This design comes from an exercise in tuning for small area, a short achievable clock period and few clock cycles on the open sky130 flow, not from production work. At most, simulation tests tie the RTL to the original design; equivalence was not proved. For run 2, only the layout was checked, not whether the RTL still works. Power and IR drop assume default switching activity.

==> flow/design.v <==
module hdvm_lzc12(
input [11:0] a,
output reg [3:0] c
);
integer i;
always @* begin
  c = 4'd12;
  for (i = 0; i < 12; i = i + 1)
    if (a[i]) c = 11 - i;
end
endmodule
module hdvm_tzc10(
input [9:0] a,
output reg [3:0] c
);
integer i;
always @* begin
  c = 4'd10;
  for (i = 9; i >= 0; i = i - 1)
    if (a[i]) c = i;
end
endmodule
module hdvm_add_s1(
input [15:0] a,
input [15:0] b,
output [11:0] x,
output [11:0] y,
output sticky,
output [4:0] emax,
output s,
output sub,
output near
);
wire [4:0] ea = a[14:10];
wire [4:0] eb = b[14:10];
wire az = ~|ea;
wire bz = ~|eb;
wire [10:0] ma = {1'b1, a[9:0]};
wire [10:0] mb = {1'b1, b[9:0]};
wire [5:0] dab = {1'b0, ea} - {1'b0, eb};
wire [5:0] dba = {1'b0, eb} - {1'b0, ea};
wire bgt = dab[5];
wire agt = dba[5];
wire [10:0] mbig = bgt ? mb : ma;
wire [10:0] msml = bgt ? ma : mb;
wire [4:0] d = bgt ? dba[4:0] : dab[4:0];
wire mgt = a[9:0] > b[9:0];
wire mlt = b[9:0] > a[9:0];
wire sdiff = a[15] ^ b[15];
assign s = ~sdiff ? a[15] : agt ? a[15] : bgt ? b[15] : mgt ? a[15] : mlt ? b[15] : 1'b0;
assign sub = sdiff & ~az & ~bz;
assign near = sub & (d[4:1] == 4'd0);
assign emax = (az & bz) ? 5'd0 : bgt ? eb : ea;
wire [11:0] yf = (d[4] | (d[3] & d[2])) ? 12'd1 : ({msml, 1'b0} >> d[3:0]);
wire [3:0] tza, tzb;
hdvm_tzc10 tzc_a(.a(a[9:0]), .c(tza));
hdvm_tzc10 tzc_b(.a(b[9:0]), .c(tzb));
wire [6:0] ka = {2'b0, ea} + {3'b0, tza} + 7'd2;
wire [6:0] kb = {2'b0, eb} + {3'b0, tzb} + 7'd2;
wire st_ab = (tzb != 4'd10) & ({2'b0, ea} >= kb);
wire st_ba = (tza != 4'd10) & ({2'b0, eb} >= ka);
wire stf = bgt ? st_ba : st_ab;
wire [11:0] d0ab = {1'b0, a[9:0], 1'b0} - {1'b0, b[9:0], 1'b0};
wire [11:0] d0ba = {1'b0, b[9:0], 1'b0} - {1'b0, a[9:0], 1'b0};
wire [11:0] d1ab = {ma, 1'b0} - {1'b0, mb};
wire [11:0] d1ba = {mb, 1'b0} - {1'b0, ma};
wire [11:0] d0 = mgt ? d0ab : d0ba;
wire [11:0] d1 = bgt ? d1ba : d1ab;
wire [11:0] nr = (ea == eb) ? d0 : d1;
assign x = near ? nr : (az & bz) ? 12'd0 : {mbig, 1'b0};
assign y = (near | az | bz) ? 12'd0 : yf;
assign sticky = ~near & ~az & ~bz & stf;
endmodule
module hdvm_add_s2(
input [11:0] x,
input [11:0] y,
input sticky,
input [4:0] emax,
input s,
input sub,
input near,
output [15:0] c
);
wire [12:0] r = sub ? ({1'b0, x} - {1'b0, y} - {12'd0, sticky}) : ({1'b0, x} + {1'b0, y});
reg [4:0] fexp;
reg [9:0] fman;
always @* begin
  if (~sub) begin
    if (r[12]) begin fexp = emax + 5'd1; fman = r[11:2]; end
    else begin fexp = emax; fman = r[10:1]; end
  end else begin
    if (r[11]) begin fexp = emax; fman = r[10:1]; end
    else begin fexp = emax - 5'd1; fman = r[9:0]; end
  end
end
wire [3:0] l;
hdvm_lzc12 lzc(.a(x), .c(l));
wire [11:0] xs = x << l;
wire [4:0] nexp = (x == 12'd0) ? 5'd0 : emax - {1'b0, l};
assign c = near ? {s, nexp, xs[10:1]} : {s, fexp, fman};
endmodule
module hdvm_mul_s1(
input [15:0] a,
input [15:0] b,
output [21:0] r0,
output [21:0] r1,
output [5:0] e,
output s,
output z
);
hdvm_mul_tree tree(.a(a[9:0]), .b(b[9:0]), .r0(r0), .r1(r1));
assign e = {1'b0, a[14:10]} + {1'b0, b[14:10]};
assign s = a[15] ^ b[15];
assign z = (a == 16'd0) | (b == 16'd0);
endmodule
module hdvm_mul_s2(
input [21:0] r0,
input [21:0] r1,
input [5:0] e,
input s,
input z,
output [15:0] c
);
wire [21:0] t = r0 + r1;
wire [6:0] en0 = {1'b0, e} - 7'd15;
wire [6:0] en1 = {1'b0, e} - 7'd14;
wire [15:0] c0 = (z | en0[6]) ? {s, 15'd0} : en0[5] ? {s, 15'h7fff} : {s, en0[4:0], t[19:10]};
wire [15:0] c1 = (z | en1[6]) ? {s, 15'd0} : en1[5] ? {s, 15'h7fff} : {s, en1[4:0], t[20:11]};
assign c = t[21] ? c1 : c0;
endmodule
module hdvm_mul_tree(input [9:0] a, input [9:0] b, output [21:0] r0, output [21:0] r1);
wire pp_0_0 = a[0] & b[0];
wire pp_0_1 = a[0] & b[1];
wire pp_0_2 = a[0] & b[2];
wire pp_0_3 = a[0] & b[3];
wire pp_0_4 = a[0] & b[4];
wire pp_0_5 = a[0] & b[5];
wire pp_0_6 = a[0] & b[6];
wire pp_0_7 = a[0] & b[7];
wire pp_0_8 = a[0] & b[8];
wire pp_0_9 = a[0] & b[9];
wire pp_1_0 = a[1] & b[0];
wire pp_1_1 = a[1] & b[1];
wire pp_1_2 = a[1] & b[2];
wire pp_1_3 = a[1] & b[3];
wire pp_1_4 = a[1] & b[4];
wire pp_1_5 = a[1] & b[5];
wire pp_1_6 = a[1] & b[6];
wire pp_1_7 = a[1] & b[7];
wire pp_1_8 = a[1] & b[8];
wire pp_1_9 = a[1] & b[9];
wire pp_2_0 = a[2] & b[0];
wire pp_2_1 = a[2] & b[1];
wire pp_2_2 = a[2] & b[2];
wire pp_2_3 = a[2] & b[3];
wire pp_2_4 = a[2] & b[4];
wire pp_2_5 = a[2] & b[5];
wire pp_2_6 = a[2] & b[6];
wire pp_2_7 = a[2] & b[7];
wire pp_2_8 = a[2] & b[8];
wire pp_2_9 = a[2] & b[9];
wire pp_3_0 = a[3] & b[0];
wire pp_3_1 = a[3] & b[1];
wire pp_3_2 = a[3] & b[2];
wire pp_3_3 = a[3] & b[3];
wire pp_3_4 = a[3] & b[4];
wire pp_3_5 = a[3] & b[5];
wire pp_3_6 = a[3] & b[6];
wire pp_3_7 = a[3] & b[7];
wire pp_3_8 = a[3] & b[8];
wire pp_3_9 = a[3] & b[9];
wire pp_4_0 = a[4] & b[0];
wire pp_4_1 = a[4] & b[1];
wire pp_4_2 = a[4] & b[2];
wire pp_4_3 = a[4] & b[3];
wire pp_4_4 = a[4] & b[4];
wire pp_4_5 = a[4] & b[5];
wire pp_4_6 = a[4] & b[6];
wire pp_4_7 = a[4] & b[7];
wire pp_4_8 = a[4] & b[8];
wire pp_4_9 = a[4] & b[9];
wire pp_5_0 = a[5] & b[0];
wire pp_5_1 = a[5] & b[1];
wire pp_5_2 = a[5] & b[2];
wire pp_5_3 = a[5] & b[3];
wire pp_5_4 = a[5] & b[4];
wire pp_5_5 = a[5] & b[5];
wire pp_5_6 = a[5] & b[6];
wire pp_5_7 = a[5] & b[7];
wire pp_5_8 = a[5] & b[8];
wire pp_5_9 = a[5] & b[9];
wire pp_6_0 = a[6] & b[0];
wire pp_6_1 = a[6] & b[1];
wire pp_6_2 = a[6] & b[2];
wire pp_6_3 = a[6] & b[3];
wire pp_6_4 = a[6] & b[4];
wire pp_6_5 = a[6] & b[5];
wire pp_6_6 = a[6] & b[6];
wire pp_6_7 = a[6] & b[7];
wire pp_6_8 = a[6] & b[8];
wire pp_6_9 = a[6] & b[9];
wire pp_7_0 = a[7] & b[0];
wire pp_7_1 = a[7] & b[1];
wire pp_7_2 = a[7] & b[2];
wire pp_7_3 = a[7] & b[3];
wire pp_7_4 = a[7] & b[4];
wire pp_7_5 = a[7] & b[5];
wire pp_7_6 = a[7] & b[6];
wire pp_7_7 = a[7] & b[7];
wire pp_7_8 = a[7] & b[8];
wire pp_7_9 = a[7] & b[9];
wire pp_8_0 = a[8] & b[0];
wire pp_8_1 = a[8] & b[1];
wire pp_8_2 = a[8] & b[2];
wire pp_8_3 = a[8] & b[3];
wire pp_8_4 = a[8] & b[4];
wire pp_8_5 = a[8] & b[5];
wire pp_8_6 = a[8] & b[6];
wire pp_8_7 = a[8] & b[7];
wire pp_8_8 = a[8] & b[8];
wire pp_8_9 = a[8] & b[9];
wire pp_9_0 = a[9] & b[0];
wire pp_9_1 = a[9] & b[1];
wire pp_9_2 = a[9] & b[2];
wire pp_9_3 = a[9] & b[3];
wire pp_9_4 = a[9] & b[4];
wire pp_9_5 = a[9] & b[5];
wire pp_9_6 = a[9] & b[6];
wire pp_9_7 = a[9] & b[7];
wire pp_9_8 = a[9] & b[8];
wire pp_9_9 = a[9] & b[9];
wire n1 = pp_0_9 ^ pp_1_8;
wire n2 = pp_0_9 & pp_1_8;
wire n3 = pp_1_9 ^ pp_2_8 ^ pp_3_7;
wire n4 = (pp_1_9 & pp_2_8) | (pp_1_9 & pp_3_7) | (pp_2_8 & pp_3_7);
wire n5 = pp_4_6 ^ pp_5_5;
wire n6 = pp_4_6 & pp_5_5;
wire n7 = pp_2_9 ^ pp_3_8 ^ pp_4_7;
wire n8 = (pp_2_9 & pp_3_8) | (pp_2_9 & pp_4_7) | (pp_3_8 & pp_4_7);
wire n9 = pp_5_6 ^ pp_6_5;
wire n10 = pp_5_6 & pp_6_5;
wire n11 = pp_3_9 ^ pp_4_8 ^ pp_5_7;
wire n12 = (pp_3_9 & pp_4_8) | (pp_3_9 & pp_5_7) | (pp_4_8 & pp_5_7);
wire n13 = pp_0_6 ^ pp_1_5;
wire n14 = pp_0_6 & pp_1_5;
wire n15 = pp_0_7 ^ pp_1_6 ^ pp_2_5;
wire n16 = (pp_0_7 & pp_1_6) | (pp_0_7 & pp_2_5) | (pp_1_6 & pp_2_5);
wire n17 = pp_3_4 ^ pp_4_3;
wire n18 = pp_3_4 & pp_4_3;
wire n19 = pp_0_8 ^ pp_1_7 ^ pp_2_6;
wire n20 = (pp_0_8 & pp_1_7) | (pp_0_8 & pp_2_6) | (pp_1_7 & pp_2_6);
wire n21 = pp_3_5 ^ pp_4_4 ^ pp_5_3;
wire n22 = (pp_3_5 & pp_4_4) | (pp_3_5 & pp_5_3) | (pp_4_4 & pp_5_3);
wire n23 = pp_6_2 ^ pp_7_1;
wire n24 = pp_6_2 & pp_7_1;
wire n25 = n1 ^ pp_2_7 ^ pp_3_6;
wire n26 = (n1 & pp_2_7) | (n1 & pp_3_6) | (pp_2_7 & pp_3_6);
wire n27 = pp_4_5 ^ pp_5_4 ^ pp_6_3;
wire n28 = (pp_4_5 & pp_5_4) | (pp_4_5 & pp_6_3) | (pp_5_4 & pp_6_3);
wire n29 = pp_7_2 ^ pp_8_1 ^ pp_9_0;
wire n30 = (pp_7_2 & pp_8_1) | (pp_7_2 & pp_9_0) | (pp_8_1 & pp_9_0);
wire n31 = n2 ^ n3 ^ n5;
wire n32 = (n2 & n3) | (n2 & n5) | (n3 & n5);
wire n33 = pp_6_4 ^ pp_7_3 ^ pp_8_2;
wire n34 = (pp_6_4 & pp_7_3) | (pp_6_4 & pp_8_2) | (pp_7_3 & pp_8_2);
wire n35 = pp_9_1 ^ a[0] ^ b[0];
wire n36 = (pp_9_1 & a[0]) | (pp_9_1 & b[0]) | (a[0] & b[0]);
wire n37 = n4 ^ n6 ^ n7;
wire n38 = (n4 & n6) | (n4 & n7) | (n6 & n7);
wire n39 = n9 ^ pp_7_4 ^ pp_8_3;
wire n40 = (n9 & pp_7_4) | (n9 & pp_8_3) | (pp_7_4 & pp_8_3);
wire n41 = pp_9_2 ^ a[1] ^ b[1];
wire n42 = (pp_9_2 & a[1]) | (pp_9_2 & b[1]) | (a[1] & b[1]);
wire n43 = n8 ^ n10 ^ n11;
wire n44 = (n8 & n10) | (n8 & n11) | (n10 & n11);
wire n45 = pp_6_6 ^ pp_7_5 ^ pp_8_4;
wire n46 = (pp_6_6 & pp_7_5) | (pp_6_6 & pp_8_4) | (pp_7_5 & pp_8_4);
wire n47 = pp_9_3 ^ a[2] ^ b[2];
wire n48 = (pp_9_3 & a[2]) | (pp_9_3 & b[2]) | (a[2] & b[2]);
wire n49 = n12 ^ pp_4_9 ^ pp_5_8;
wire n50 = (n12 & pp_4_9) | (n12 & pp_5_8) | (pp_4_9 & pp_5_8);
wire n51 = pp_6_7 ^ pp_7_6 ^ pp_8_5;
wire n52 = (pp_6_7 & pp_7_6) | (pp_6_7 & pp_8_5) | (pp_7_6 & pp_8_5);
wire n53 = pp_9_4 ^ a[3] ^ b[3];
wire n54 = (pp_9_4 & a[3]) | (pp_9_4 & b[3]) | (a[3] & b[3]);
wire n55 = pp_5_9 ^ pp_6_8 ^ pp_7_7;
wire n56 = (pp_5_9 & pp_6_8) | (pp_5_9 & pp_7_7) | (pp_6_8 & pp_7_7);
wire n57 = pp_8_6 ^ pp_9_5 ^ a[4];
wire n58 = (pp_8_6 & pp_9_5) | (pp_8_6 & a[4]) | (pp_9_5 & a[4]);
wire n59 = pp_6_9 ^ pp_7_8 ^ pp_8_7;
wire n60 = (pp_6_9 & pp_7_8) | (pp_6_9 & pp_8_7) | (pp_7_8 & pp_8_7);
wire n61 = pp_0_4 ^ pp_1_3;
wire n62 = pp_0_4 & pp_1_3;
wire n63 = pp_0_5 ^ pp_1_4 ^ pp_2_3;
wire n64 = (pp_0_5 & pp_1_4) | (pp_0_5 & pp_2_3) | (pp_1_4 & pp_2_3);
wire n65 = pp_3_2 ^ pp_4_1;
wire n66 = pp_3_2 & pp_4_1;
wire n67 = n13 ^ pp_2_4 ^ pp_3_3;
wire n68 = (n13 & pp_2_4) | (n13 & pp_3_3) | (pp_2_4 & pp_3_3);
wire n69 = pp_4_2 ^ pp_5_1 ^ pp_6_0;
wire n70 = (pp_4_2 & pp_5_1) | (pp_4_2 & pp_6_0) | (pp_5_1 & pp_6_0);
wire n71 = n14 ^ n15 ^ n17;
wire n72 = (n14 & n15) | (n14 & n17) | (n15 & n17);
wire n73 = pp_5_2 ^ pp_6_1 ^ pp_7_0;
wire n74 = (pp_5_2 & pp_6_1) | (pp_5_2 & pp_7_0) | (pp_6_1 & pp_7_0);
wire n75 = n16 ^ n18 ^ n19;
wire n76 = (n16 & n18) | (n16 & n19) | (n18 & n19);
wire n77 = n21 ^ n23 ^ pp_8_0;
wire n78 = (n21 & n23) | (n21 & pp_8_0) | (n23 & pp_8_0);
wire n79 = n20 ^ n22 ^ n24;
wire n80 = (n20 & n22) | (n20 & n24) | (n22 & n24);
wire n81 = n25 ^ n27 ^ n29;
wire n82 = (n25 & n27) | (n25 & n29) | (n27 & n29);
wire n83 = n26 ^ n28 ^ n30;
wire n84 = (n26 & n28) | (n26 & n30) | (n28 & n30);
wire n85 = n31 ^ n33 ^ n35;
wire n86 = (n31 & n33) | (n31 & n35) | (n33 & n35);
wire n87 = n32 ^ n34 ^ n36;
wire n88 = (n32 & n34) | (n32 & n36) | (n34 & n36);
wire n89 = n37 ^ n39 ^ n41;
wire n90 = (n37 & n39) | (n37 & n41) | (n39 & n41);
wire n91 = n38 ^ n40 ^ n42;
wire n92 = (n38 & n40) | (n38 & n42) | (n40 & n42);
wire n93 = n43 ^ n45 ^ n47;
wire n94 = (n43 & n45) | (n43 & n47) | (n45 & n47);
wire n95 = n44 ^ n46 ^ n48;
wire n96 = (n44 & n46) | (n44 & n48) | (n46 & n48);
wire n97 = n49 ^ n51 ^ n53;
wire n98 = (n49 & n51) | (n49 & n53) | (n51 & n53);
wire n99 = n50 ^ n52 ^ n54;
wire n100 = (n50 & n52) | (n50 & n54) | (n52 & n54);
wire n101 = n55 ^ n57 ^ b[4];
wire n102 = (n55 & n57) | (n55 & b[4]) | (n57 & b[4]);
wire n103 = n56 ^ n58 ^ n59;
wire n104 = (n56 & n58) | (n56 & n59) | (n58 & n59);
wire n105 = pp_9_6 ^ a[5] ^ b[5];
wire n106 = (pp_9_6 & a[5]) | (pp_9_6 & b[5]) | (a[5] & b[5]);
wire n107 = n60 ^ pp_7_9 ^ pp_8_8;
wire n108 = (n60 & pp_7_9) | (n60 & pp_8_8) | (pp_7_9 & pp_8_8);
wire n109 = pp_9_7 ^ a[6] ^ b[6];
wire n110 = (pp_9_7 & a[6]) | (pp_9_7 & b[6]) | (a[6] & b[6]);
wire n111 = pp_8_9 ^ pp_9_8 ^ a[7];
wire n112 = (pp_8_9 & pp_9_8) | (pp_8_9 & a[7]) | (pp_9_8 & a[7]);
wire n113 = pp_0_3 ^ pp_1_2;
wire n114 = pp_0_3 & pp_1_2;
wire n115 = n61 ^ pp_2_2 ^ pp_3_1;
wire n116 = (n61 & pp_2_2) | (n61 & pp_3_1) | (pp_2_2 & pp_3_1);
wire n117 = n62 ^ n63 ^ n65;
wire n118 = (n62 & n63) | (n62 & n65) | (n63 & n65);
wire n119 = n64 ^ n66 ^ n67;
wire n120 = (n64 & n66) | (n64 & n67) | (n66 & n67);
wire n121 = n68 ^ n70 ^ n71;
wire n122 = (n68 & n70) | (n68 & n71) | (n70 & n71);
wire n123 = n72 ^ n74 ^ n75;
wire n124 = (n72 & n74) | (n72 & n75) | (n74 & n75);
wire n125 = n76 ^ n78 ^ n79;
wire n126 = (n76 & n78) | (n76 & n79) | (n78 & n79);
wire n127 = n80 ^ n82 ^ n83;
wire n128 = (n80 & n82) | (n80 & n83) | (n82 & n83);
wire n129 = n84 ^ n86 ^ n87;
wire n130 = (n84 & n86) | (n84 & n87) | (n86 & n87);
wire n131 = n88 ^ n90 ^ n91;
wire n132 = (n88 & n90) | (n88 & n91) | (n90 & n91);
wire n133 = n92 ^ n94 ^ n95;
wire n134 = (n92 & n94) | (n92 & n95) | (n94 & n95);
wire n135 = n96 ^ n98 ^ n99;
wire n136 = (n96 & n98) | (n96 & n99) | (n98 & n99);
wire n137 = n100 ^ n102 ^ n103;
wire n138 = (n100 & n102) | (n100 & n103) | (n102 & n103);
wire n139 = n104 ^ n106 ^ n107;
wire n140 = (n104 & n106) | (n104 & n107) | (n106 & n107);
wire n141 = n108 ^ n110 ^ n111;
wire n142 = (n108 & n110) | (n108 & n111) | (n110 & n111);
wire n143 = n112 ^ pp_9_9 ^ a[8];
wire n144 = (n112 & pp_9_9) | (n112 & a[8]) | (pp_9_9 & a[8]);
wire n145 = pp_0_2 ^ pp_1_1;
wire n146 = pp_0_2 & pp_1_1;
wire n147 = n113 ^ pp_2_1 ^ pp_3_0;
wire n148 = (n113 & pp_2_1) | (n113 & pp_3_0) | (pp_2_1 & pp_3_0);
wire n149 = n114 ^ n115 ^ pp_4_0;
wire n150 = (n114 & n115) | (n114 & pp_4_0) | (n115 & pp_4_0);
wire n151 = n116 ^ n117 ^ pp_5_0;
wire n152 = (n116 & n117) | (n116 & pp_5_0) | (n117 & pp_5_0);
wire n153 = n118 ^ n119 ^ n69;
wire n154 = (n118 & n119) | (n118 & n69) | (n119 & n69);
wire n155 = n120 ^ n121 ^ n73;
wire n156 = (n120 & n121) | (n120 & n73) | (n121 & n73);
wire n157 = n122 ^ n123 ^ n77;
wire n158 = (n122 & n123) | (n122 & n77) | (n123 & n77);
wire n159 = n124 ^ n125 ^ n81;
wire n160 = (n124 & n125) | (n124 & n81) | (n125 & n81);
wire n161 = n126 ^ n127 ^ n85;
wire n162 = (n126 & n127) | (n126 & n85) | (n127 & n85);
wire n163 = n128 ^ n129 ^ n89;
wire n164 = (n128 & n129) | (n128 & n89) | (n129 & n89);
wire n165 = n130 ^ n131 ^ n93;
wire n166 = (n130 & n131) | (n130 & n93) | (n131 & n93);
wire n167 = n132 ^ n133 ^ n97;
wire n168 = (n132 & n133) | (n132 & n97) | (n133 & n97);
wire n169 = n134 ^ n135 ^ n101;
wire n170 = (n134 & n135) | (n134 & n101) | (n135 & n101);
wire n171 = n136 ^ n137 ^ n105;
wire n172 = (n136 & n137) | (n136 & n105) | (n137 & n105);
wire n173 = n138 ^ n139 ^ n109;
wire n174 = (n138 & n139) | (n138 & n109) | (n139 & n109);
wire n175 = n140 ^ n141 ^ b[7];
wire n176 = (n140 & n141) | (n140 & b[7]) | (n141 & b[7]);
wire n177 = n142 ^ n143 ^ b[8];
wire n178 = (n142 & n143) | (n142 & b[8]) | (n143 & b[8]);
wire n179 = n144 ^ a[9] ^ b[9];
wire n180 = (n144 & a[9]) | (n144 & b[9]) | (a[9] & b[9]);
assign r0 = {1'b0, n180, n178, n176, n174, n172, n170, n168, n166, n164, n162, n160, n158, n156, n154, n152, n150, n148, n146, n145, pp_0_1, pp_0_0};
assign r1 = {1'b0, 1'b1, n179, n177, n175, n173, n171, n169, n167, n165, n163, n161, n159, n157, n155, n153, n151, n149, n147, pp_2_0, pp_1_0, 1'b0};
endmodule
module hdvm_mac(
input clk,
input [15:0] v,
input [15:0] m,
input clear,
input wr0,
input wr1,
output reg [15:0] out0,
output reg [15:0] out1
);
wire [21:0] q0, q1;
wire [5:0] qe;
wire qs, qz;
hdvm_mul_s1 mul1(.a(v), .b(m), .r0(q0), .r1(q1), .e(qe), .s(qs), .z(qz));
reg [21:0] m_r0, m_r1;
reg [5:0] m_e;
reg m_s, m_z;
always @(posedge clk) begin
  m_r0 <= q0;
  m_r1 <= q1;
  m_e <= qe;
  m_s <= qs;
  m_z <= qz;
end
wire [15:0] prod;
hdvm_mul_s2 mul2(.r0(m_r0), .r1(m_r1), .e(m_e), .s(m_s), .z(m_z), .c(prod));
reg [15:0] p;
always @(posedge clk)
  p <= prod;
reg [15:0] acc_q;
wire [11:0] ax, ay;
wire [4:0] aemax;
wire asticky, as, asub, anear;
hdvm_add_s1 add1(.a(acc_q), .b(p), .x(ax), .y(ay), .sticky(asticky), .emax(aemax),
                 .s(as), .sub(asub), .near(anear));
reg [11:0] a_x, a_y;
reg [4:0] a_emax;
reg a_sticky, a_s, a_sub, a_near;
always @(posedge clk) begin
  a_x <= ax;
  a_y <= ay;
  a_emax <= aemax;
  a_sticky <= asticky;
  a_s <= as;
  a_sub <= asub;
  a_near <= anear;
end
wire [15:0] sum;
hdvm_add_s2 add2(.x(a_x), .y(a_y), .sticky(a_sticky), .emax(a_emax), .s(a_s),
                 .sub(a_sub), .near(a_near), .c(sum));
always @(posedge clk) begin
  acc_q <= clear ? 16'd0 : sum;
  if (wr0)
    out0 <= sum;
  if (wr1)
    out1 <= sum;
end
endmodule
module hdvm_select #(
parameter N = 10
)(
input [N-1:0] sel,
input [16*N-1:0] d,
output reg [15:0] q
);
integer k;
always @* begin
  q = 16'd0;
  for (k = 0; k < N; k = k + 1)
    q = q | (d[16*k +: 16] & {16{sel[k]}});
end
endmodule
module half_dot_v_m(
input rstn,
input clk,
input start,
input [159:0] vector,
input [1599:0] matrix,
output done,
output [159:0] vector_out
);
reg [19:0] sel;
always @(posedge clk)
  if (!rstn)
    sel <= 20'd1;
  else if (start)
    sel <= 20'd2;
  else if (!sel[0])
    sel <= {sel[18:0], sel[19]};
wire fetch = start | ~sel[0];
wire [9:0] row_sel;
wire col_sel = |(sel & 20'haaaaa);
genvar i, j;
generate
  for (i = 0; i < 10; i = i + 1) begin : rows
    assign row_sel[i] = sel[2*i] | sel[2*i+1];
  end
endgenerate
wire [15:0] v_mux;
wire [15:0] m_mux [0:4];
hdvm_select #(.N(10)) vsel(.sel(row_sel), .d(vector), .q(v_mux));
generate
  for (j = 0; j < 5; j = j + 1) begin : msel
    wire [319:0] d;
    for (i = 0; i < 20; i = i + 1) begin : e
      assign d[16*i +: 16] = matrix[16*(10*(i/2) + 2*j + (i%2)) +: 16];
    end
    hdvm_select #(.N(20)) s(.sel(sel), .d(d), .q(m_mux[j]));
  end
endgenerate
reg [15:0] op_v;
reg [15:0] op_m [0:4];
integer u;
always @(posedge clk) begin
  op_v <= v_mux;
  for (u = 0; u < 5; u = u + 1)
    op_m[u] <= m_mux[u];
end
reg [3:0] tag_op, tag_m, tag_p, tag_a;
always @(posedge clk)
  if (!rstn) begin
    tag_op <= 4'd0;
    tag_m <= 4'd0;
    tag_p <= 4'd0;
    tag_a <= 4'd0;
  end else begin
    tag_op <= {fetch, row_sel[0], row_sel[9], col_sel};
    tag_m <= tag_op;
    tag_p <= tag_m;
    tag_a <= tag_p;
  end
wire clear = tag_m[2];
wire wr0 = tag_a[3] & tag_a[1] & ~tag_a[0];
wire wr1 = tag_a[3] & tag_a[1] & tag_a[0];
reg done_q;
always @(posedge clk)
  if (!rstn | start)
    done_q <= 1'b0;
  else if (wr1)
    done_q <= 1'b1;
assign done = done_q;
genvar g;
generate
  for (g = 0; g < 5; g = g + 1) begin : unit
    hdvm_mac mac(
      .clk(clk),
      .v(op_v),
      .m(op_m[g]),
      .clear(clear),
      .wr0(wr0),
      .wr1(wr1),
      .out0(vector_out[32*g +: 16]),
      .out1(vector_out[32*g+16 +: 16])
    );
  end
endgenerate
endmodule
==> flow/flow/run.sh <==
#!/bin/bash
set -uo pipefail
export BUFFER_PORTS_ARGS="-buffer_cell sky130_fd_sc_hd__buf_1"
bash standard.sh SETUP_SLACK_MARGIN=7.5 finish > standard.log 2>&1
==> flow/standard.sh <==
#!/bin/bash
# synth_recipe.tcl (not shown) runs the flow's synth.tcl, then flattens the netlist and writes it again
# the make line also repeats each setting of config.mk as NAME=value (left out here)
make -C /OpenROAD-flow-scripts/flow DESIGN_CONFIG=/design/flow/config.mk WORK_HOME=/design/flow/orfs CLKGATE_MAP_FILE= SYNTH_SCRIPT=/design/flow/synth_recipe.tcl "${@:-finish}"
==> flow/config.mk <==
export PLATFORM = sky130hd
export DESIGN_NAME = half_dot_v_m
export DESIGN_NICKNAME = half_dot_v_m
export VERILOG_FILES = /design/flow/design.v
export SDC_FILE = /design/flow/constraint.sdc
export NUM_CORES = 8
export LEC_CHECK = 0
export CAP_MARGIN = 20
export CORE_AREA = 125 125 575 575
export CTS_CLUSTER_DIAMETER = 100
export CTS_CLUSTER_SIZE = 20
export DIE_AREA = 0 0 700 700
export SLEW_MARGIN = 20
==> flow/constraint.sdc <==
create_clock -name core_clock -period 11.0 [get_ports {clk}]
set_input_delay 2.2000 -clock core_clock [delete_from_list [all_inputs] [get_ports {clk}]]
set_output_delay 2.2000 -clock core_clock [all_outputs]
set_load 0.01 [all_outputs]
==> flow_summary.toml, run 1 <==
[hold_path]
min-delay-start = "unit[0].mac.m_s$_DFF_P_"
hold_class = "reg -> reg"
hold_depth = 0
hold_end = "unit[0].mac.p[15]$_DFF_P_"

[finish]
drive_gt1_share_pct = 10.5
fin_util_pct = 49.0
final_common_cell = "buf_1"
fin_cells = 14700
nets = 13900
finalInstanceArea_mm2 = 0.0990
syn_to_final_growth_pct = 24.6
layout_common_cells = "buf_1 (1762), inv_1 (912), ha_1 (702), nor2_1 (564), dfxtp_1 (518)"

[pwr]
power_w = 0.0348
irDropWorstVdd_mv = 0.217
p_leak_nw = 39.9
power_density_mw_per_mm2 = 352

[worst_setup_path]
cp_data_required_time_ns = 11.60
crit_start = "unit[2].mac.a_y[0]$_SDFF_PP0_"
r2r_cells = 15
cp_max_fo = 5
path_cells = "inv_2, fa_1, inv_1, ha_2, o21ai_4, a31oi_4, o32ai_4, o21a_1, o211ai_2, buf_6, or2_4, or4_4, o2111ai_2, o311ai_2, nor2b_2"
slowest_stage = "fa_1"
critical_path_buf_inv_count = 3
crit_path_max_incr_delay_ns = 0.55
cp.arrival_ns = 4.18
timing.rr.end = "unit[2].mac.acc_q[13]$_SDFF_PP0_"
critPathTopFamily = "compound AO/OA/AOI/OAI gates"
endpoint_kind = "flop"
worstSetupStartpointType = "flop"
path_class = "reg -> reg"
r2r_setup_slack_ns = 7.41
r2r_start = "unit[2].mac.a_y[0]$_SDFF_PP0_"

[clock_network]
numCtsBuffers = 56
h-tree-depth = 2
cts_max_path_buffers = 3
cts_tree = "built"
clk_pin_slew_ns = 0.09
cts-root-buf = "clkbuf_16"
clk_latency_ns = 0.75
clock_sinks = 851

[timing]
timing.fmax_mhz = 279
drv_slew = 0
finalSetupTns_ns = 0
slew_headroom_pct = 14.7
final.period_utilization_pct = 32.6
fin_worst_skew_ns = 0.0354
rsz0062_at_grt = "true"
setup_viol = 0
fin_crit_ns = 3.59
worst_slew_pin_slew_ns = 1.28
hold_violations = 0

[floorplan]
io_pins = 1924
chipWidth_um = 700
rows = 165
initial_core_util_pct = 39.4
die_area_mm2 = 0.490
fp.coreArea_mm2 = 0.202
die_h_um = 700

[yosys]
synthDistinctLibCells = 106
syn_area_per_cell_um2 = 8.69
ys_dominant_reg_cell = "dfxtp_1"
synth_seq_cells = 851
synth_enable_flop_cells = 160
syn-cell-area_mm2 = 0.0795
yosysSeqAreaShare_pct = 23.5
ys_warn_count = 9
netlist_instances = 9139
syn-num-nets = 12100
async_flop_share_pct = 0

[run_status]
status = "finished clean"

[route]
route.detailed.drc = 0
drtIter0Drc = 14100
drtPass1Iterations = 11
detail_route.vias_per_cell = 6.59
ant_nets = 0
detail_route.wl_per_cell_um = 59.2
vias = 96500
drt_wl_total_mm = 867

[placement]
place_congestion = 1.07
dpl_cell_area_mm2 = 0.0891
dpl.hpwl_mm = 764
portBuffers = 1923
dp_cells = 13300

[job]
cap_violations = 0

[global_routing]
grt_antenna_before_repair = 1674
grt_pass1_vias = 81900
grt.total_usage_pct = 30.3
overflow = 0
grt_pass1_wl_mm = 1040
grt_max_degree = 57
-- registers in the layout (all words and copies together), names as in the netlist, 3 cells and up --
| signal | cells |
|---|---|
| tag_p | 3 |
| unit.mac.a_sub | 5 |
| unit.mac.m_r1 | 95 |
| unit.mac.out1 | 80 |
| unit.mac.m_r0 | 100 |
| unit.mac.acc_q | 80 |
| unit.mac.m_e | 30 |
| unit.mac.a_near | 5 |
| unit.mac.a_s | 5 |
| unit.mac.p | 80 |
| unit.mac.m_s | 5 |
| unit.mac.m_z | 5 |
| tag_a | 3 |
| tag_op | 4 |
| unit.mac.a_y | 60 |
| op_v | 16 |
| unit.mac.out0 | 80 |
| op_m | 80 |
| unit.mac.a_x | 60 |
| unit.mac.a_sticky | 5 |
| tag_m | 4 |
| unit.mac.a_emax | 25 |
| sel | 20 |
-- cells in the mapped netlist (17+ instances only) --
master    number  area [µm²]
o31ai_1       56         420
xor2_1       141        1230
o21ai_0      324        1620
nand3_1      109         546
mux2i_1      243        2430
inv_1        952        3570
nor4_1        59         369
o21a_1        50         375
nor2_1       574        2150
a22o_1       339        2970
clkbuf_1     392        1470
o22ai_1       98         613
nor3_1       142         711
and2_1       385        2410
a221oi_1     356        3120
a21boi_0      18         135
a31oi_1       65         407
nand4_1      133         832
or2_2         31         194
a21o_1       128         961
o21bai_1      33         248
ha_1         745        9320
nand2b_1      89         557
nor2b_1      172        1080
edfxtp_1     160        4800
dfxtp_1      691       13800
buf_2         25         125
or3_1         42         263
o211ai_1      86         646
a211oi_1      78         586
fa_1         465        9310
nand2_1      481        1810
a22oi_1      220        1650
buf_1         77         289
mux2_2        34         383
and3_1       123         769
xnor2_1      225        1970
a211o_1       17         149
a21oi_1      503        2520
-- worst reg2reg max path, stage by stage (launching register included) --
cell,delay (ns)
dfxtp_2,0.35
inv_2,0.04
fa_1,0.55
inv_1,0.05
ha_2,0.18
o21ai_4,0.19
a31oi_4,0.12
o32ai_4,0.33
o21a_1,0.22
o211ai_2,0.09
buf_6,0.15
or2_4,0.25
or4_4,0.45
o2111ai_2,0.11
o311ai_2,0.15
nor2b_2,0.21
-- layer usage --
metal	global-route usage (%)	wire length (µm)
met1	28.6	275000
met5	0	5100
met3	24.5	160000
met4	14.2	57300
met2	46.5	370000
-- layout make-up --
cell class | instances | area, µm²
Fill cell | 20200 | 103000
Sequential cell | 851 | 19000
Inverter | 961 | 3670
Clock buffer | 76 | 1530
Clock inverter | 18 | 265
Tap cell | 2672 | 3340
Timing Repair Buffer | 2182 | 11000
Antenna cell | 1057 | 2650
Multi-Input combinational cell | 6835 | 57500
-- power breakdown --
part / switching (W) / total [W] / internal (W)
registers: 0.00160 / 0.00622 / 0.00462
clock network: 0.00129 / 0.00234 / 0.00105
logic: 0.0157 / 0.0263 / 0.0106
-- kinds of logic after synthesis --
group                    after synthesis  synth area share [%]
AO/OA/AOI/OAI                       2567                  23.0
AND/OR/NAND/NOR                     2398                  15.3
buffers and inverters               1458                  6.95
adder cells (fa/ha/maj)             1212                  23.5
flip-flops                           851                  23.5
XOR/XNOR                             367                  4.07
multiplexers                         286                  3.78
-- per-stage QoR --
step | hold slack, ns | setup WS (ns)
4_1_cts | 0.332 | 7.40
2_1_floorplan | 0.310 | 7.43
5_1_grt | 0.336 | 7.30
3_3_place_gp | 0.312 | 6.48
3_5_place_dp | 0.312 | 6.40
6_report | 0.322 | 7.41
-- worst max-delay path by stage --
stage,endpoint,slack (ns),depth (start not counted)
2_1_floorplan,unit[0].mac.m_r1[11]$_DFF_P_,7.43,11
3_3_place_gp,unit[3].mac.a_x[6]$_DFF_P_,6.48,13
3_5_place_dp,unit[3].mac.a_x[6]$_DFF_P_,6.40,13
4_1_cts,vector_out[116],7.40,1
5_1_grt,unit[2].mac.acc_q[13]$_SDFF_PP0_,7.30,15
6_report,unit[2].mac.acc_q[13]$_SDFF_PP0_,7.41,15
-- what timing repair did --
item                                    CTS  global route
setup buffers                            56            73
resized for setup                       821           409
hold buffers                              0             0
gates cloned                             13            15
endpoints found under the setup margin  588           495
pin swaps                                42            94
Testbench counts, summed over its fixed seeds: cycles 43,200.
==> run 2: changes to the inputs <==
--- a/flow/design.v
+++ b/flow/design.v
@@ -420,3 +420,3 @@
 input wr0,
-input wr1,
+input busy,
 output reg [15:0] out0,
@@ -465,8 +465,11 @@
 always @(posedge clk) begin
-  acc_q <= clear ? 16'd0 : sum;
+  if (clear)
+    acc_q <= 16'd0;
+  else if (busy)
+    acc_q <= sum;
   if (wr0)
     out0 <= sum;
-  if (wr1)
-    out1 <= sum;
 end
+always @*
+  out1 = acc_q;
 endmodule
@@ -545,3 +548,3 @@
   end
-wire clear = tag_m[2];
+wire clear = tag_m[3] & tag_m[2];
 wire wr0 = tag_a[3] & tag_a[1] & ~tag_a[0];
@@ -564,3 +567,3 @@
       .wr0(wr0),
-      .wr1(wr1),
+      .busy(tag_a[3]),
       .out0(vector_out[32*g +: 16]),
==> run 2 against run 1 <==
Compared with the run above:
- still clean on timing, DRC and antenna
- total power is 0.60% higher
- clock-buffer cell count is 12 lower
- global-route usage is 1.4 points higher
- flip-flop and latch count is 80 lower
- worst hold slack better by 0.0091 ns
- largest cell class unchanged
==> flow_summary.toml, run 2 <==
[pwr]
irDropWorstVdd_mv = 0.226
power_density_mw_per_mm2 = 346
p_leak_nw = 41.3
power_w = 0.0350

[route]
drt_wl_total_mm = 907
drtPass1Iterations = 9
ant_nets = 0
detail_route.wl_per_cell_um = 59.3
detail_route.vias_per_cell = 6.77
drtIter0Drc = 16800
vias = 104000
route.detailed.drc = 0

[global_routing]
grt_max_degree = 64
grt_pass1_vias = 87500
use_met3_pct = 27.0
grt_pass1_wl_mm = 1090
globalRouteMet1Util_pct = 29.7
overflow = 0
grt_antenna_before_repair = 1684
grt.total_usage_pct = 31.6
grt.busiest_layer = "met2"
grt_use_met2_pct = 47.3

[clock_network]
clk_pin_slew_ns = 0.10
h-tree-depth = 2
hold_buffers = 0
cts_max_path_buffers = 3
cts_tree = "built"
clk_latency_ns = 0.74
cts-root-buf = "clkbuf_16"
clock_sinks = 771
numCtsBuffers = 52

[timing]
final.period_utilization_pct = 33.5
slew_headroom_pct = 7.83
hold_violations = 0
worst_slew_pin_slew_ns = 1.38
rsz0062_at_grt = "true"
fin_worst_skew_ns = 0.0367
finalSetupTns_ns = 0
drv_slew = 0
setup_viol = 0
timing.fmax_mhz = 272
fin_crit_ns = 3.68

[yosys]
synth_area_leaders = "dfxtp_1 (17%), ha_1 (12%), fa_1 (12%)"
netlist_instances = 9548
yosysTopAreaCell = "dfxtp_1"
yosys.area.top_type_share_pct = 17.1
ys_warn_count = 9
synth_enable_flop_cells = 80
syn-cell-area_mm2 = 0.0808
yosysSeqAreaShare_pct = 20.1
async_flop_share_pct = 0
synth_commonest_cells = "inv_1 (989), ha_1 (745), dfxtp_1 (691)"
synth_most_common_cell = "inv_1"
ys_dominant_reg_cell = "dfxtp_1"
synth_seq_cells = 771
synthDistinctLibCells = 118
syn-num-nets = 12500
syn_area_per_cell_um2 = 8.46

[finish]
regMostFlops = "unit.mac.m_r0"
drive_gt1_share_pct = 11.4
nets = 14400
final_common_cell = "buf_1"
multi_input_area_mm2 = 0.0603
register_area_mm2 = 0.0168
largest_registers = "unit.mac.m_r0: 100 flops, unit.mac.m_r1: 95 flops"
fillers = 20100
largest_reg_flops = 100
finalInstanceArea_mm2 = 0.101
layout_common_cells = "buf_1 (1762), inv_1 (953), ha_1 (703), nor2_1 (619), nand2_1 (567)"
fin_cells = 15300
syn_to_final_growth_pct = 25.4

[hold_path]
hold_class = "reg -> reg"

[floorplan]
io_pins = 1924
die_area_mm2 = 0.490
chipWidth_um = 700
fp.coreArea_mm2 = 0.202
initial_core_util_pct = 40.0
die_h_um = 700
rows = 165

[worst_setup_path]
critPathTopFamily = "flip-flops"
endpoint_kind = "output pin"
slowest_stage = "edfxtp_1"
path_class = "reg -> out"
path_cells = "buf_6"
critical_path_buf_inv_count = 1
cp.arrival_ns = 1.48
cp_max_fo = 1
crit_path_max_incr_delay_ns = 0.54
worstSetupStartpointType = "flop"
cp_data_required_time_ns = 8.80

[placement]
dpl_cell_area_mm2 = 0.0904
place_congestion = 1.12
dp_cells = 13800
dpl.hpwl_mm = 796
portBuffers = 1923

[run_status]
status = "finished clean"

[job]
cap_violations = 0
## run 2: cell count changes in the layout (fill, tap and decap cells not counted), sizes merged, moves of 51 or more
cell / before / now
edfxtp: 160 / 80
diode: 1057 / 1184
nand2: 482 / 578
nor2: 575 / 633
buf: 2163 / 2316
nor2b: 172 / 121
a21oi: 507 / 403
## run 2: report_power, final
group | total [W] | switching (W) | internal (W) | leakage [nW]
sequential | 0.00557 | 0.00146 | 0.00411 | 6.57
combinational | 0.0272 | 0.0164 | 0.0109 | 33.9
clock | 0.00223 | 0.00125 | 0.000987 | 0.825
total | 0.0350 | 0.0191 | 0.0160 | 41.3
## run 2: per-layer routing
metal | part of all wire, % | up-vias
li1 | - | 39700
met1 | 31 | 49000
met2 | 42 | 10500
met3 | 20 | 3617
met4 | 6.8 | 754
met5 | 0.58 | -
## run 2: final timing paths
kind                                                        start                           end  slack [ns]  cells past startpoint
worst max-delay path                unit[1].mac.out0[6]$_DFFE_PP_                vector_out[38]        7.32                      1
worst min-delay path                      unit[3].mac.m_s$_DFF_P_     unit[3].mac.p[15]$_DFF_P_        0.33                      0
worst max register to register  unit[0].mac.acc_q[9]$_SDFFE_PP0P_  unit[0].mac.a_sticky$_DFF_P_        7.39                     15
worst min register to register            unit[3].mac.m_s$_DFF_P_     unit[3].mac.p[15]$_DFF_P_        0.33                      0
## run 2: layout make-up
cell class	count	area share (%)
Timing Repair inverter	2	0.0124
Timing Repair Buffer	2328	12.1
Clock inverter	23	0.316
Multi-Input combinational cell	7256	59.6
Sequential cell	771	16.6
Tap cell	2672	3.30
Antenna cell	1184	2.93
Inverter	996	3.77
Clock buffer	64	1.35
## run 2: logic make-up (layout without fill, tap and decap cells)
kind of cell               Yosys count  in the layout  synth area share (%)
AOI/OAI and AO/OA                 2746           2746                  24.9
xor gates and xnor gates           335            335                  3.63
adders and majority gates         1211           1211                  23.1
buffers and inverters             1523           3413                  7.23
DFF                                771            771                  20.1
muxes                              290            290                  4.36
other                                0           1184                     0
and+or+nand+nor                   2672           2674                  16.7
## run 2: through the flow
step / setup WS [ns] / util, % / hold slack, ns
2_1_floorplan: 7.43 / - / 0.310
3_3_place_gp: 6.62 / 44.8 / 0.313
3_5_place_dp: 6.49 / 44.8 / 0.316
4_1_cts: 7.31 / 47.5 / 0.321
5_1_grt: 7.34 / 49.1 / 0.339
6_report: 7.32 / 50.2 / 0.331
## run 2: timing repair
| action | CTS | global route |
|---|---|---|
| setup endpoints to repair | 519 | 391 |
| gates resized for setup | 896 | 318 |
| pin swaps | 37 | 102 |
| gates cloned | 6 | 10 |
| buffers inserted | 160 | 95 |

[separate check: timing with driven ports]
In the flow no input, the clock included, has a driving cell. The finished layouts below were timed again as built, in two steps. Step 1 (the two cells are an assumption about what drives the block):
set clk [get_ports {clk}]
set_driving_cell -lib_cell sky130_fd_sc_hd__clkbuf_16 $clk
set_driving_cell -lib_cell sky130_fd_sc_hd__buf_2 [delete_from_list [all_inputs] $clk]
Step 2 adds t to the input delays and takes it off the output delays; t is the mean of the earliest and latest rising clock arrival at the registers after step 1. Input paths then give back, and output paths get back, about the clock's delay inside the block. Three values: ideal, step 1, step 2; two values: the first two.
run | shift t [ns] | slack for setup (ns) | hold WS [ns]
run 1 | 0.813 | 7.414 / 7.366 / 6.632 | 0.322 / 0.322 / 0.322
run 2 | 0.823 | 7.318 / 7.224 / 6.737 | 0.331 / 0.331 / 0.331
After both steps every run listed still meets setup and hold. For run 1, which loses most, drivers alone change the setup slack by -0.048 ns; drivers and shift together by -0.782 ns.
